What follows belongs to an exercise in optimizing a design on an open flow for small area; a production flow would make more cautious choices. At most, simulation tests tie the RTL to the original design; equivalence was not proved. No activity file was given, so power comes from the tool's default toggle rates.

## pe_array
module pe_array(
  input  clk_i,
  input  rst_ni,
  input  clr_i,
  output clr_o,
  input  we_i,
  output we_o,
  input  [1:0] mode_i,
  input  [64-1:0] srca_word_i,
  output [64-1:0] srca_word_o,
  input  [8-1:0] srcb_i,
  output [64-1:0] wordp_o
);
For scale: ~410 flip-flops, about 210 I/O pins, ~24000 sq um of cells after synthesis.
export LEC_CHECK = 0
export ABC_AREA = 1
export CAP_MARGIN = 20
export CORE_MARGIN = 2
export CORE_UTILIZATION = 75
export CTS_CLUSTER_DIAMETER = 70
export CTS_CLUSTER_SIZE = 20
export SLEW_MARGIN = 20
export SYNTH_HIERARCHICAL = 1
create_clock -name core_clock -period 6.0 [get_ports {clk_i}]
standard.sh (not shown) runs the stock make flow with config.mk's settings and CLKGATE_MAP_FILE= SYNTH_SCRIPT=/design/flow/synth_recipe.tcl, a recipe that flattens the netlist after the stock synthesis.
==> flow/flow/run.sh <==
#!/bin/bash
# The standard layout (standard synthesis, floorplan, placement, CTS, routing)
# with one change in how the layout is made: the port buffers use the
# smallest buffer cell (the resizer still upsizes any that need it).
set -o pipefail
bash standard.sh "BUFFER_PORTS_ARGS=-buffer_cell sky130_fd_sc_hd__buf_1" finish > standard.log 2>&1
Change:
--- a/flow/design.v
+++ b/flow/design.v
@@ -63,35 +63,34 @@
     wire [7:0] ane = srca_word_i[8*E+7:8*E];   
     wire [7:0] anl = srca_word_i[8*L+7:8*L];
     wire [7:0] ae  = srca_q[8*E+7:8*E];        
     wire [7:0] al  = srca_q[8*L+7:8*L];
     wire [7:0] b   = b_q[8*E-1:8*E-8];         
     wire       adde = ~maxm & ~(cc[E+1] | cc[E+2]);
     wire       addl = ~maxm & ~(cc[L+1] | cc[L+2]);
     reg  [15:0] pe_q, r1_q, r2_q;
-    reg         acc, comp, accc;
+    reg         acc, comp, accm;
     always @(posedge clk_i or negedge rst_ni) begin
       if (!rst_ni) begin
-        acc <= 1'b0; comp <= 1'b0; accc <= 1'b0;
+        acc <= 1'b0; comp <= 1'b0; accm <= 1'b0;
       end else begin
         acc  <= run_q & ~acc_q;
         comp <= ~run_q | acc_q;
-        accc <= run_q & ~acc_q & ~maxm;
+        accm <= run_q & ~acc_q & maxm;
       end
     end
-    wire        accm = acc & ~accc;
+    wire        accc = acc & ~accm;
     reg         gtme_q, gtml_q;  
     always @(posedge clk_i) begin
       gtme_q <= maxm & pgt(pe_q, ane);
       gtml_q <= maxm & pgt(r1_q, anl);
     end
-    wire [7:0]  at = acc ? al : ane;
-    wire        bon = accc | comp;
-    wire [7:0]  bt = {{7{bon}} & b[7:1], (bon & b[0]) | (accm & ~gtml_q)};
+    wire [7:0]  at = ({8{acc}} & al) | ({8{comp}} & ane);
+    wire [7:0]  bt = {{7{~accm}} & b[7:1], accm ? ~gtml_q : b[0]};
     wire        z2l = acc & gtml_q & addl;
     wire        z1l = acc & (addl ^ gtml_q);
     wire [15:0] zt = ({16{z1l}} & r2_q) | ({16{z2l}} & {r2_q[14:0], 1'b0});
     wire [15:0] t;
     wire m_pp1;
     wire m_pp2;
     wire m_pp3;
     wire m_pp4;
Result:
- The changed run completed without violations
- wire length came out lower slightly
- clock-buffer cell count went down by 1
- via count came out higher slightly
- worst hold slack gets worse by 11 ps
- final area rose slightly
- clock power rose by a few percent
- setup slack degrades by 9.1 ps
- non-clock buffer count came out higher by 16
- die area stays flat
- global-route usage shrinks by 0.51 points
- power goes up slightly
- area after synthesis hardly moves
The RTL of the second run of this note was laid out without a check of its function.

---

pe_array, a different RTL version from the one above (not shown whole).
Size: about 420 flip-flops, roughly 210 I/O pins, roughly 0.025 mm2 of cells after synthesis.
## pe_array
module pe_array(
  input  clk_i,
  input  rst_ni,
  input  clr_i,
  output clr_o,
  input  we_i,
  output we_o,
  input  [1:0] mode_i,
  input  [64-1:0] srca_word_i,
  output [64-1:0] srca_word_o,
  input  [8-1:0] srcb_i,
  output [64-1:0] wordp_o
);
  reg         run_q, acc_q;
  reg  [63:0] srca_q;
  reg  [55:0] b_q;       
  reg  [8:1]  c_q;       
  reg         c9_q;
  reg  [9:0]  we_q;
  reg  [63:0] wordp_q;
  always @(posedge clk_i or negedge rst_ni) begin
    if (!rst_ni) begin
      run_q <= 1'b0; acc_q <= 1'b0;
      srca_q <= 64'd0; b_q <= 56'd0; c_q <= 8'd0; we_q <= 10'd0;
    end else begin
      run_q  <= 1'b1;
      acc_q  <= run_q & ~acc_q;
      srca_q <= srca_word_i;
      b_q    <= {b_q[47:0], srcb_i};
      c_q    <= {c_q[7:1], clr_i};
      we_q   <= {we_q[8:0], we_i};
    end
  end
  always @(posedge clk_i) begin
    c9_q <= c_q[8];
  end
  wire [9:1]  cc  = {c9_q, c_q};
  wire [63:0] psum;
  wire accmax = (mode_i == 2'b01);
  genvar j, k;
  generate for (j = 0; j < 4; j = j + 1) begin : g_pair
    localparam E = 2 * j + 1;
    localparam L = 2 * j;
    pe_pair u_pair (
      .clk_i  (clk_i),
      .rst_ni (rst_ni),
      .run_i  (run_q),
      .acc_i  (acc_q),
      .max_i  (accmax),
      .adde_i (~accmax & ~(cc[E+1] | cc[E+2])),
      .addl_i (~accmax & ~(cc[L+1] | cc[L+2])),
      .fe_i   (cc[E+2]),
      .fl_i   (cc[L+2]),
      .ane_i  (srca_word_i[8*E+7:8*E]),
      .anl_i  (srca_word_i[8*L+7:8*L]),
      .ae_i   (srca_q[8*E+7:8*E]),
      .al_i   (srca_q[8*L+7:8*L]),
      .b_i    (b_q[8*E-1:8*E-8]),
      .psume_o(psum[8*E+7:8*E]),
      .psuml_o(psum[8*L+7:8*L])
    );
  end endgenerate
  generate for (k = 0; k < 8; k = k + 1) begin : g_out
    always @(posedge clk_i or negedge rst_ni) begin
      if (!rst_ni) wordp_q[8*k+7:8*k] <= 8'd0;
      else if (we_q[2+k]) wordp_q[8*k+7:8*k] <= psum[8*k+7:8*k];
    end
  ...
==> flow/config.mk <==
export PLATFORM = sky130hd
export DESIGN_NAME = pe_array
export DESIGN_NICKNAME = pe_array
export VERILOG_FILES = /design/flow/design.v
export SDC_FILE = /design/flow/constraint.sdc
export NUM_CORES = 4
export LEC_CHECK = 0
export ABC_AREA = 1
export CAP_MARGIN = 20
export CORE_MARGIN = 2
export CORE_UTILIZATION = 60
export CTS_CLUSTER_DIAMETER = 70
export CTS_CLUSTER_SIZE = 20
export SLEW_MARGIN = 20
export SYNTH_HIERARCHICAL = 1
==> flow/constraint.sdc <==
create_clock -name core_clock -period 6.0 [get_ports {clk_i}]
set_input_delay 1.2000 -clock core_clock [delete_from_list [all_inputs] [get_ports {clk_i}]]
set_output_delay 1.2000 -clock core_clock [all_outputs]
set_load 0.01 [all_outputs]
Scripts as last shown in full above: flow/flow/run.sh
Change:
--- a/flow/design.v
+++ b/flow/design.v
@@ -25,51 +25,52 @@
   input         run_i,     
   input         acc_i,     
   input         max_i,     
   input         adde_i,    
   input         addl_i,
   input         fe_i,      
   input         fl_i,
   input  [7:0]  ane_i,     
   input  [7:0]  anl_i,
   input  [7:0]  ae_i,      
   input  [7:0]  al_i,
-  input  [7:0]  b_i,       
+  input  [7:0]  be_i,      
+  input  [7:0]  bl_i,      
   output [7:0]  psume_o,
   output [7:0]  psuml_o
 );
   reg  [15:0] pe_q, r1_q, r2_q;
-  reg         acc_q, comp_q, accc_q;   
+  reg         acc_q, comp_q, accc_q;
   always @(posedge clk_i or negedge rst_ni) begin
     if (!rst_ni) begin
       acc_q <= 1'b0; comp_q <= 1'b0; accc_q <= 1'b0;
     end else begin
       acc_q  <= run_i & ~acc_i;
       comp_q <= ~run_i | acc_i;
       accc_q <= run_i & ~acc_i & ~max_i;
     end
   end
   wire        comp = comp_q;
   wire        accc = accc_q;
   wire        accm = acc_q & ~accc_q;
   reg         gtme_q, gtml_q;  
   wire gte, gtl;
   pgt u_gte (.p(pe_q), .a(ane_i), .gt(gte));
   pgt u_gtl (.p(r1_q), .a(anl_i), .gt(gtl));
   always @(posedge clk_i) begin
     gtme_q <= max_i & gte;
     gtml_q <= max_i & gtl;
   end
   wire [7:0]  at = acc_q ? al_i : ane_i;
-  wire        bon = accc | comp;
-  wire [7:0]  bt = {{7{bon}} & b_i[7:1], (bon & b_i[0]) | (accm & ~gtml_q)};
+  wire [7:0]  bt = {({7{accc}} & bl_i[7:1]) | ({7{comp}} & be_i[7:1]),
+                    (accc & bl_i[0]) | (accm & ~gtml_q) | (comp & be_i[0])};
   wire        z2l = acc_q & gtml_q & addl_i;
   wire        z1l = acc_q & (addl_i ^ gtml_q);
   wire [15:0] zt = ({16{z1l}} & r2_q) | ({16{z2l}} & {r2_q[14:0], 1'b0});
   wire [15:0] t;
   wire m_pp1;
   wire m_pp2;
   wire m_pp3;
   wire m_pp4;
   wire m_pp5;
   wire m_pp6;
   wire m_pp7;
@@ -567,64 +568,68 @@
   input  we_i,
   output we_o,
   input  [1:0] mode_i,
   input  [64-1:0] srca_word_i,
   output [64-1:0] srca_word_o,
   input  [8-1:0] srcb_i,
   output [64-1:0] wordp_o
 );
   reg         run_q, acc_q;
   reg  [63:0] srca_q;
   reg  [55:0] b_q;       
+  reg  [7:0]  b8_q;      
   reg  [8:1]  c_q;       
   reg         c9_q;
   reg  [9:0]  we_q;
   reg  [63:0] wordp_q;
   always @(posedge clk_i or negedge rst_ni) begin
     if (!rst_ni) begin
       run_q <= 1'b0; acc_q <= 1'b0;
       srca_q <= 64'd0; b_q <= 56'd0; c_q <= 8'd0; we_q <= 10'd0;
     end else begin
       run_q  <= 1'b1;
       acc_q  <= run_q & ~acc_q;
       srca_q <= srca_word_i;
       b_q    <= {b_q[47:0], srcb_i};
       c_q    <= {c_q[7:1], clr_i};
       we_q   <= {we_q[8:0], we_i};
     end
   end
   always @(posedge clk_i) begin
+    b8_q <= b_q[55:48];
     c9_q <= c_q[8];
   end
+  wire [79:0] bop = {b8_q, b_q, srcb_i};   
   wire [9:1]  cc  = {c9_q, c_q};
   wire [63:0] psum;
   wire accmax = (mode_i == 2'b01);
   genvar j, k;
   generate for (j = 0; j < 4; j = j + 1) begin : g_pair
-    localparam E = 2 * j + 1;
-    localparam L = 2 * j;
+    localparam E = 2 * j;
+    localparam L = 2 * j + 1;
     pe_pair u_pair (
       .clk_i  (clk_i),
       .rst_ni (rst_ni),
       .run_i  (run_q),
       .acc_i  (acc_q),
       .max_i  (accmax),
       .adde_i (~accmax & ~(cc[E+1] | cc[E+2])),
       .addl_i (~accmax & ~(cc[L+1] | cc[L+2])),
       .fe_i   (cc[E+2]),
       .fl_i   (cc[L+2]),
       .ane_i  (srca_word_i[8*E+7:8*E]),
       .anl_i  (srca_word_i[8*L+7:8*L]),
       .ae_i   (srca_q[8*E+7:8*E]),
       .al_i   (srca_q[8*L+7:8*L]),
-      .b_i    (b_q[8*E-1:8*E-8]),
+      .be_i   (bop[8*E+7:8*E]),
+      .bl_i   (bop[8*L+15:8*L+8]),
       .psume_o(psum[8*E+7:8*E]),
       .psuml_o(psum[8*L+7:8*L])
     );
   end endgenerate
   generate for (k = 0; k < 8; k = k + 1) begin : g_out
     always @(posedge clk_i or negedge rst_ni) begin
       if (!rst_ni) wordp_q[8*k+7:8*k] <= 8'd0;
       else if (we_q[2+k]) wordp_q[8*k+7:8*k] <= psum[8*k+7:8*k];
     end
   end endgenerate
   assign clr_o       = c_q[1];
Setup slack gets better by 0.013 ns.
Routed wire length goes up by 3.4%.
Hold slack stays flat.
Cell area increases by about 2.2%.
Global-route usage is higher by 0.28 points.
Critical path depth does not change.
Area after synthesis is higher by about 1.7%.
First-iteration DRC count rises by 24%.
Die area increases by about 1.7%.
Via count rose by about 3.2%.
Clock skew went up by 0.0036 ns.
Combinational power climbs by about 9%.
Sequential share of layout area decreases by 0.15 points.
Utilization goes up by 1.0 points.
No run of this note included a check of the RTL's function; only the layout flow was run.

[separate check: timing with driven ports]
The flow's constraints put no driver on any port. The routed layouts listed below were extracted and timed again, unchanged, in two steps. Step 1 (the two cells are an assumption about what drives the block):
set clk [get_ports {clk_i}]
set_driving_cell -lib_cell sky130_fd_sc_hd__clkbuf_16 $clk
set_driving_cell -lib_cell sky130_fd_sc_hd__buf_2 [delete_from_list [all_inputs] $clk]
Step 2 also shifts input and output timing later by t, the mid clock arrival at the registers, as if the neighbouring blocks saw the same clock. a / b / c = ideal ports / drivers / drivers and shift; a / b = the first two.
run	t (ns)	setup slack, ns	worst setup path after step 2	slew at the worst register clock pin (ns)
the first run of note 1	0.632	0.225 / 0.225 / -0.304	input to register	0.09 / 0.09
the second run of note 1	0.631	0.216 / 0.216 / -0.350	input to register	0.09 / 0.09
the first run of note 2	0.661	0.214 / 0.245 / -0.416	input to register	0.09 / 0.09
the second run of note 2	0.651	0.227 / 0.257 / -0.394	input to register	0.09 / 0.09
Met with ideal ports but missed after step 2: setup timing in every run listed. The setup slack of the first run of note 2, which loses most, moves by +0.031 ns with the drivers and by -0.630 ns with both steps.
